Background: an optimization exercise with open tools, aiming at small area, a short achievable clock period and few clock cycles per item. Do not read the settings as production practice. RTL that was checked went through simulation tests only; none was proved equivalent to the original. The flow treats the clock pin as an ideal source. Dropping or thinning the clock tree relies on that and would not hold on a real chip.

## matrixMultiplier
module matrixMultiplier(input st, rst, clk, input [7:0] data_in, output done, output [7:0] dataout);
==> flow/config.mk <==
export PLATFORM = sky130hd
export DESIGN_NAME = matrixMultiplier
export DESIGN_NICKNAME = matrixMultiplier
export VERILOG_FILES = /design/flow/design.v
export SDC_FILE = /design/flow/constraint.sdc
export NUM_CORES = 4
export LEC_CHECK = 0
export ABC_CLOCK_PERIOD_IN_PS = 3000
export CAP_MARGIN = 20
export CORE_MARGIN = 2
export CORE_UTILIZATION = 40
export CTS_BUF_LIST = sky130_fd_sc_hd__clkbuf_8
export CTS_CLUSTER_DIAMETER = 50
export CTS_CLUSTER_SIZE = 16
export SETUP_SLACK_MARGIN = 5
export SLEW_MARGIN = 20
==> flow/constraint.sdc <==
create_clock -name core_clock -period 10.0 [get_ports {clk}]
set_input_delay 2.0000 -clock core_clock [delete_from_list [all_inputs] [get_ports {clk}]]
set_output_delay 2.0000 -clock core_clock [all_outputs]
set_load 0.01 [all_outputs]
run.sh (not shown) runs the stock make flow with config.mk's settings and CLKGATE_MAP_FILE= SYNTH_SCRIPT=/design/flow/synth_recipe.tcl, a recipe that flattens the netlist after the stock synthesis.
The starting point passed the timing, DRC and antenna checks.
==> next run, changes <==
==> flow/flow/run.sh (new file) <==
#!/bin/bash
# Own layout flow: the standard ORFS flow (standard.sh, unchanged synthesis),
# with the port buffers made of sky130_fd_sc_hd__buf_2 instead of the default
# delay-cell buffers and a larger setup-repair margin.  Every make step writes
# its own log under orfs/logs/; make's own output goes to standard.log.
set -euo pipefail
export BUFFER_PORTS_ARGS="-buffer_cell sky130_fd_sc_hd__buf_2"
export SETUP_SLACK_MARGIN=7.0
bash standard.sh > standard.log 2>&1
==> flow/standard.sh (new file) <==
#!/bin/bash
# synth_recipe.tcl (not shown) runs the flow's synth.tcl, then flattens the netlist and writes it again
# the make line also repeats each setting of config.mk as NAME=value (left out here)
make -C /OpenROAD-flow-scripts/flow DESIGN_CONFIG=/design/flow/config.mk WORK_HOME=/design/flow/orfs CLKGATE_MAP_FILE= SYNTH_SCRIPT=/design/flow/synth_recipe.tcl "${@:-finish}"
SETUP_SLACK_MARGIN = unset   (was 5)
removed: flow/run.sh
After rerunning: The new run passed the timing, DRC and antenna checks; clock-buffer cell count climbs by 2; final area rose by a few percent; sequential share of layout area shrinks by 1.4 points.
No functional check of the RTL was part of any run of this note.


## v7
matrixMultiplier, a different RTL version from the one above (not shown whole).
Size: ~620 cells after synthesis, ~240 flip-flops, roughly 0.0081 mm^2 of cells after synthesis.
==> flow/config.mk <==
export PLATFORM = sky130hd
export DESIGN_NAME = matrixMultiplier
export DESIGN_NICKNAME = matrixMultiplier
export VERILOG_FILES = /design/flow/design.v
export SDC_FILE = /design/flow/constraint.sdc
export NUM_CORES = 4
export LEC_CHECK = 0
export ABC_CLOCK_PERIOD_IN_PS = 3000
export CAP_MARGIN = 20
export CORE_MARGIN = 2
export CORE_UTILIZATION = 40
export SLEW_MARGIN = 20
==> flow/constraint.sdc <==
create_clock -name core_clock -period 10.0 [get_ports {clk}]
set_input_delay 2.0000 -clock core_clock [delete_from_list [all_inputs] [get_ports {clk}]]
set_output_delay 2.0000 -clock core_clock [all_outputs]
set_load 0.01 [all_outputs]
standard.sh (not shown) runs the stock make flow with config.mk's settings and CLKGATE_MAP_FILE= SYNTH_SCRIPT=/design/flow/synth_recipe.tcl, a recipe that flattens the netlist after the stock synthesis.
==> flow/flow/run.sh <==
#!/bin/bash
# Own layout flow: the standard ORFS flow (standard.sh, unchanged synthesis),
# with the port buffers made of sky130_fd_sc_hd__buf_2 instead of the default
# delay-cell buffers, a larger setup-repair margin, clock-tree options of our
# own, and a hook after clock-tree synthesis (flow/cts_post.tcl) that drives the
# leaf clock buffers straight from the root clock buffer.  Every make step
# writes its own log under orfs/logs/; make's own output goes to standard.log.
set -euo pipefail
export BUFFER_PORTS_ARGS="-buffer_cell sky130_fd_sc_hd__buf_2"
export SETUP_SLACK_MARGIN=7.25
export CTS_ARGS="-sink_clustering_enable -repair_clock_nets -sink_clustering_size 30 -sink_clustering_max_diameter 100 -buf_list sky130_fd_sc_hd__clkbuf_16 -dont_use_dummy_load"
export POST_CTS_TCL="$PWD/flow/cts_post.tcl"
bash standard.sh > standard.log 2>&1
==> flow/flow/cts_post.tcl <==
# POST_CTS_TCL hook: drive the leaf clock buffers straight from the root
# clock buffer.  TritonCTS puts one H-tree level of branch buffers between the
# root buffer and the leaf buffers; removing that level makes the clock reach
# every register earlier by the same amount.  Timing is then repaired again
# and the placement legalised, as cts.tcl does after clock_tree_synthesis.
set block [ord::get_db_block]
set clkport [$block findBTerm clk]
set clknet [$clkport getNet]
# the root buffer: the clock port's only load
set root ""
foreach it [$clknet getITerms] { if {[$it isInputSignal]} { set root [$it getInst] } }
set rootnet [[$root findITerm X] getNet]
set removed 0
foreach it [$rootnet getITerms] {
  set inst [$it getInst]
  if {$inst == $root} continue
  if {![string match "*clkbuf*" [[$inst getMaster] getName]]} continue
  set onet [[$inst findITerm X] getNet]
  # bypass it only if it drives nothing but other clock buffers
  set ok 1
  foreach l [$onet getITerms] {
    if {[$l getInst] == $inst} continue
    if {![string match "*clkbuf*" [[[$l getInst] getMaster] getName]]} { set ok 0 }
  }
  if {!$ok} continue
  foreach l [$onet getITerms] {
    if {[$l getInst] == $inst} continue
    $l disconnect
    $l connect $rootnet
  }
  puts "bypassed clock buffer [$inst getName]"
  odb::dbInst_destroy $inst
  odb::dbNet_destroy $onet
  incr removed
}
puts "removed $removed branch clock buffers"
estimate_parasitics -placement
report_clock_skew
repair_timing_helper
detailed_placement
check_placement -verbose
Having completed the whole flow, v7 delivered a layout that passed the timing, DRC and antenna checks.
Testbench counts of v7, summed over its fixed seeds: cycles 7,680, items 160.
For v39, these inputs were changed with respect to v7:
==> flow/flow/run.sh <==
#!/bin/bash
# Own layout flow: the standard ORFS flow (standard.sh, unchanged synthesis),
# with the port buffers made of sky130_fd_sc_hd__buf_2 instead of the default
# delay-cell buffers, a larger setup-repair margin and clock-tree options of our
# own.  Every make step writes its own log under orfs/logs/; make's own output
# goes to standard.log.
set -euo pipefail
export BUFFER_PORTS_ARGS="-buffer_cell sky130_fd_sc_hd__buf_2"
export SETUP_SLACK_MARGIN=7.0
export CTS_ARGS="-sink_clustering_enable -repair_clock_nets -sink_clustering_size 30 -sink_clustering_max_diameter 100 -buf_list sky130_fd_sc_hd__clkbuf_16 -dont_use_dummy_load -tree_buf sky130_fd_sc_hd__clkbuf_8"
bash standard.sh > standard.log 2>&1
removed: flow/flow/cts_post.tcl
Notes after the runs:
- v39 went all the way through synthesis, placement and routing and the layout is clean on timing, DRC and antenna.
- Comparing v7 with v39, the final cell count came out essentially unchanged.
- Detailed-routed wire length on met3: v39 vs v7 down about 12%
- v39 vs. v7: design area went down by 99 um^2.
The following lists how v23 was set up differently from v39:
diff --git a/flow/flow/run.sh b/flow/flow/run.sh
--- a/flow/flow/run.sh
+++ b/flow/flow/run.sh
@@ -7,5 +7,5 @@
 set -euo pipefail
 export BUFFER_PORTS_ARGS="-buffer_cell sky130_fd_sc_hd__buf_2"
-export SETUP_SLACK_MARGIN=7.0
-export CTS_ARGS="-sink_clustering_enable -repair_clock_nets -sink_clustering_size 30 -sink_clustering_max_diameter 100 -buf_list sky130_fd_sc_hd__clkbuf_16 -dont_use_dummy_load -tree_buf sky130_fd_sc_hd__clkbuf_8"
+export SETUP_SLACK_MARGIN=6.85
+export CTS_ARGS="-sink_clustering_enable -repair_clock_nets -sink_clustering_size 30 -sink_clustering_max_diameter 100 -buf_list sky130_fd_sc_hd__clkbuf_16 -dont_use_dummy_load"
 bash standard.sh > standard.log 2>&1
Notes after the runs:
- Comparing v23 with v39, the per-cell via count in the routed design came out essentially unchanged.
- Setup slack of the critical path after layout essentially unchanged between v23 and v39.
- Between v39 and v23, the difference in worst hold slack is negligible.
- Compared with v39, v23 shows register-to-register slack lower by 60 ps.
- Post-route standard cell area excluding fillers delta (v39 -> v23): insignificant
- Any difference in ratio of final minimum period to clock period between v39 and v23 is small enough to ignore.
- Comparing v23 with v39, the overall via count from detail_route came out essentially unchanged.
- On wire length, v39 and v23 are neck and neck.
Input changes introduced in v35 (baseline for comparison: v23):
==> flow/flow/run.sh <==
#!/bin/bash
# Own layout flow: the standard ORFS flow (standard.sh, unchanged synthesis),
# with the port buffers made of sky130_fd_sc_hd__buf_2 instead of the default
# delay-cell buffers, a larger setup-repair margin, clock-tree options of our
# own, and a hook after clock-tree synthesis (flow/cts_post.tcl) that drives the
# leaf clock buffers straight from the root clock buffer.  Every make step
# writes its own log under orfs/logs/; make's own output goes to standard.log.
set -euo pipefail
export BUFFER_PORTS_ARGS="-buffer_cell sky130_fd_sc_hd__buf_2"
export SETUP_SLACK_MARGIN=7.1
export CTS_ARGS="-sink_clustering_enable -repair_clock_nets -sink_clustering_size 30 -sink_clustering_max_diameter 100 -buf_list sky130_fd_sc_hd__clkbuf_16 -dont_use_dummy_load"
export POST_CTS_TCL="$PWD/flow/cts_post.tcl"
bash standard.sh > standard.log 2>&1
==> flow/flow/cts_post.tcl (new file) <==
# POST_CTS_TCL hook: drive the leaf clock buffers straight from the root
# clock buffer.  TritonCTS puts one H-tree level of branch buffers between the
# root buffer and the leaf buffers; removing that level makes the clock reach
# every register earlier by the same amount.  Timing is then repaired again
# and the placement legalised, as cts.tcl does after clock_tree_synthesis.
set block [ord::get_db_block]
set clkport [$block findBTerm clk]
set clknet [$clkport getNet]
# the root buffer: the clock port's only load
set root ""
foreach it [$clknet getITerms] { if {[$it isInputSignal]} { set root [$it getInst] } }
set rootnet [[$root findITerm X] getNet]
set removed 0
foreach it [$rootnet getITerms] {
  set inst [$it getInst]
  if {$inst == $root} continue
  if {![string match "*clkbuf*" [[$inst getMaster] getName]]} continue
  set onet [[$inst findITerm X] getNet]
  # bypass it only if it drives nothing but other clock buffers
  set ok 1
  foreach l [$onet getITerms] {
    if {[$l getInst] == $inst} continue
    if {![string match "*clkbuf*" [[[$l getInst] getMaster] getName]]} { set ok 0 }
  }
  if {!$ok} continue
  foreach l [$onet getITerms] {
    if {[$l getInst] == $inst} continue
    $l disconnect
    $l connect $rootnet
  }
  puts "bypassed clock buffer [$inst getName]"
  odb::dbInst_destroy $inst
  odb::dbNet_destroy $onet
  incr removed
}
puts "removed $removed branch clock buffers"
estimate_parasitics -placement
report_clock_skew
repair_timing_helper
detailed_placement
check_placement -verbose
diff --git a/flow/config.mk b/flow/config.mk
--- a/flow/config.mk
+++ b/flow/config.mk
@@ -9,4 +9,4 @@
 export CAP_MARGIN = 20
 export CORE_MARGIN = 2
-export CORE_UTILIZATION = 40
+export CORE_UTILIZATION = 65
 export SLEW_MARGIN = 20
### Flow results
- From v23 to v35 the numbers moved as follows: clock period minus final worst setup slack lower; count of clock-net buffers in the final layout lower; sum of net half-perimeters after detailed placement lower.
- Cmp v35 and v23 / worst setup slack / higher: v35
- Re cell row count: v35 is 12 down on v23.
- In the route summary, v35 ends up with a via count below that of v23.
- Higher met3 usage was reported by v35, not v23.
The inputs of v49 differ from those of v35 as listed below.
diff --git a/flow/flow/run.sh b/flow/flow/run.sh
--- a/flow/flow/run.sh
+++ b/flow/flow/run.sh
@@ -9,5 +9,5 @@
 export BUFFER_PORTS_ARGS="-buffer_cell sky130_fd_sc_hd__buf_2"
 export SETUP_SLACK_MARGIN=7.1
-export CTS_ARGS="-sink_clustering_enable -repair_clock_nets -sink_clustering_size 30 -sink_clustering_max_diameter 100 -buf_list sky130_fd_sc_hd__clkbuf_16 -dont_use_dummy_load"
+export CTS_ARGS="-sink_clustering_enable -repair_clock_nets -sink_clustering_size 24 -sink_clustering_max_diameter 80 -buf_list sky130_fd_sc_hd__clkbuf_16 -dont_use_dummy_load"
 export POST_CTS_TCL="$PWD/flow/cts_post.tcl"
 bash standard.sh > standard.log 2>&1
diff --git a/flow/config.mk b/flow/config.mk
--- a/flow/config.mk
+++ b/flow/config.mk
@@ -9,4 +9,4 @@
 export CAP_MARGIN = 20
 export CORE_MARGIN = 2
-export CORE_UTILIZATION = 65
+export CORE_UTILIZATION = 40
 export SLEW_MARGIN = 20
Lower worst hold slack among v49 and v35: v35
v35 was routed with fewer vias than v49.
v49 vs. v35: post-detailed-routing wire length climbed 6.2%; clock-pin transition on the worst setup and hold timing paths barely changed.
[v49 vs v35] non-clock buffer total of the final layout: higher in v49
Comparing v49 and v35, the higher final critical path time including I/O delays and setup was measured on v49.
Looking at detailed-router iteration count before antenna repair across v49 and v35, the one that comes out higher is v35.

==> separate check: timing with driven ports <==
Ports are ideal in the flow. The routed layouts listed here were re-timed in OpenROAD.
Step 1 sets driving cells, clkbuf_16 on the clock port and buf_2 on the other inputs (assumed; they add their load-dependent delay and slew).
Step 2, shift: input delay + t, output delay - t, t = (earliest + latest rising clock arrival at the registers) / 2. This alone moves slack from input paths to output paths.
Slacks: ideal ports / drivers / drivers and shift; pairs: ideal ports / drivers.
run	t (ns)	setup slack, ns	worst slew at a driven data input, ns
the first run of note 1	0.565	6.481 / 6.481 / 6.481	0.04
the second run of note 1	0.579	6.945 / 6.923 / 6.945	0.03
v7	0.407	7.094 / 7.054 / 7.137	0.03
v39	0.487	7.046 / 7.006 / 7.136	0.03
v23	0.488	7.044 / 7.005 / 7.124	0.03
v35	0.394	7.110 / 7.072 / 7.207	0.03
v49	0.441	7.078 / 7.036 / 7.124	0.03
After both steps every run listed still meets setup and hold.
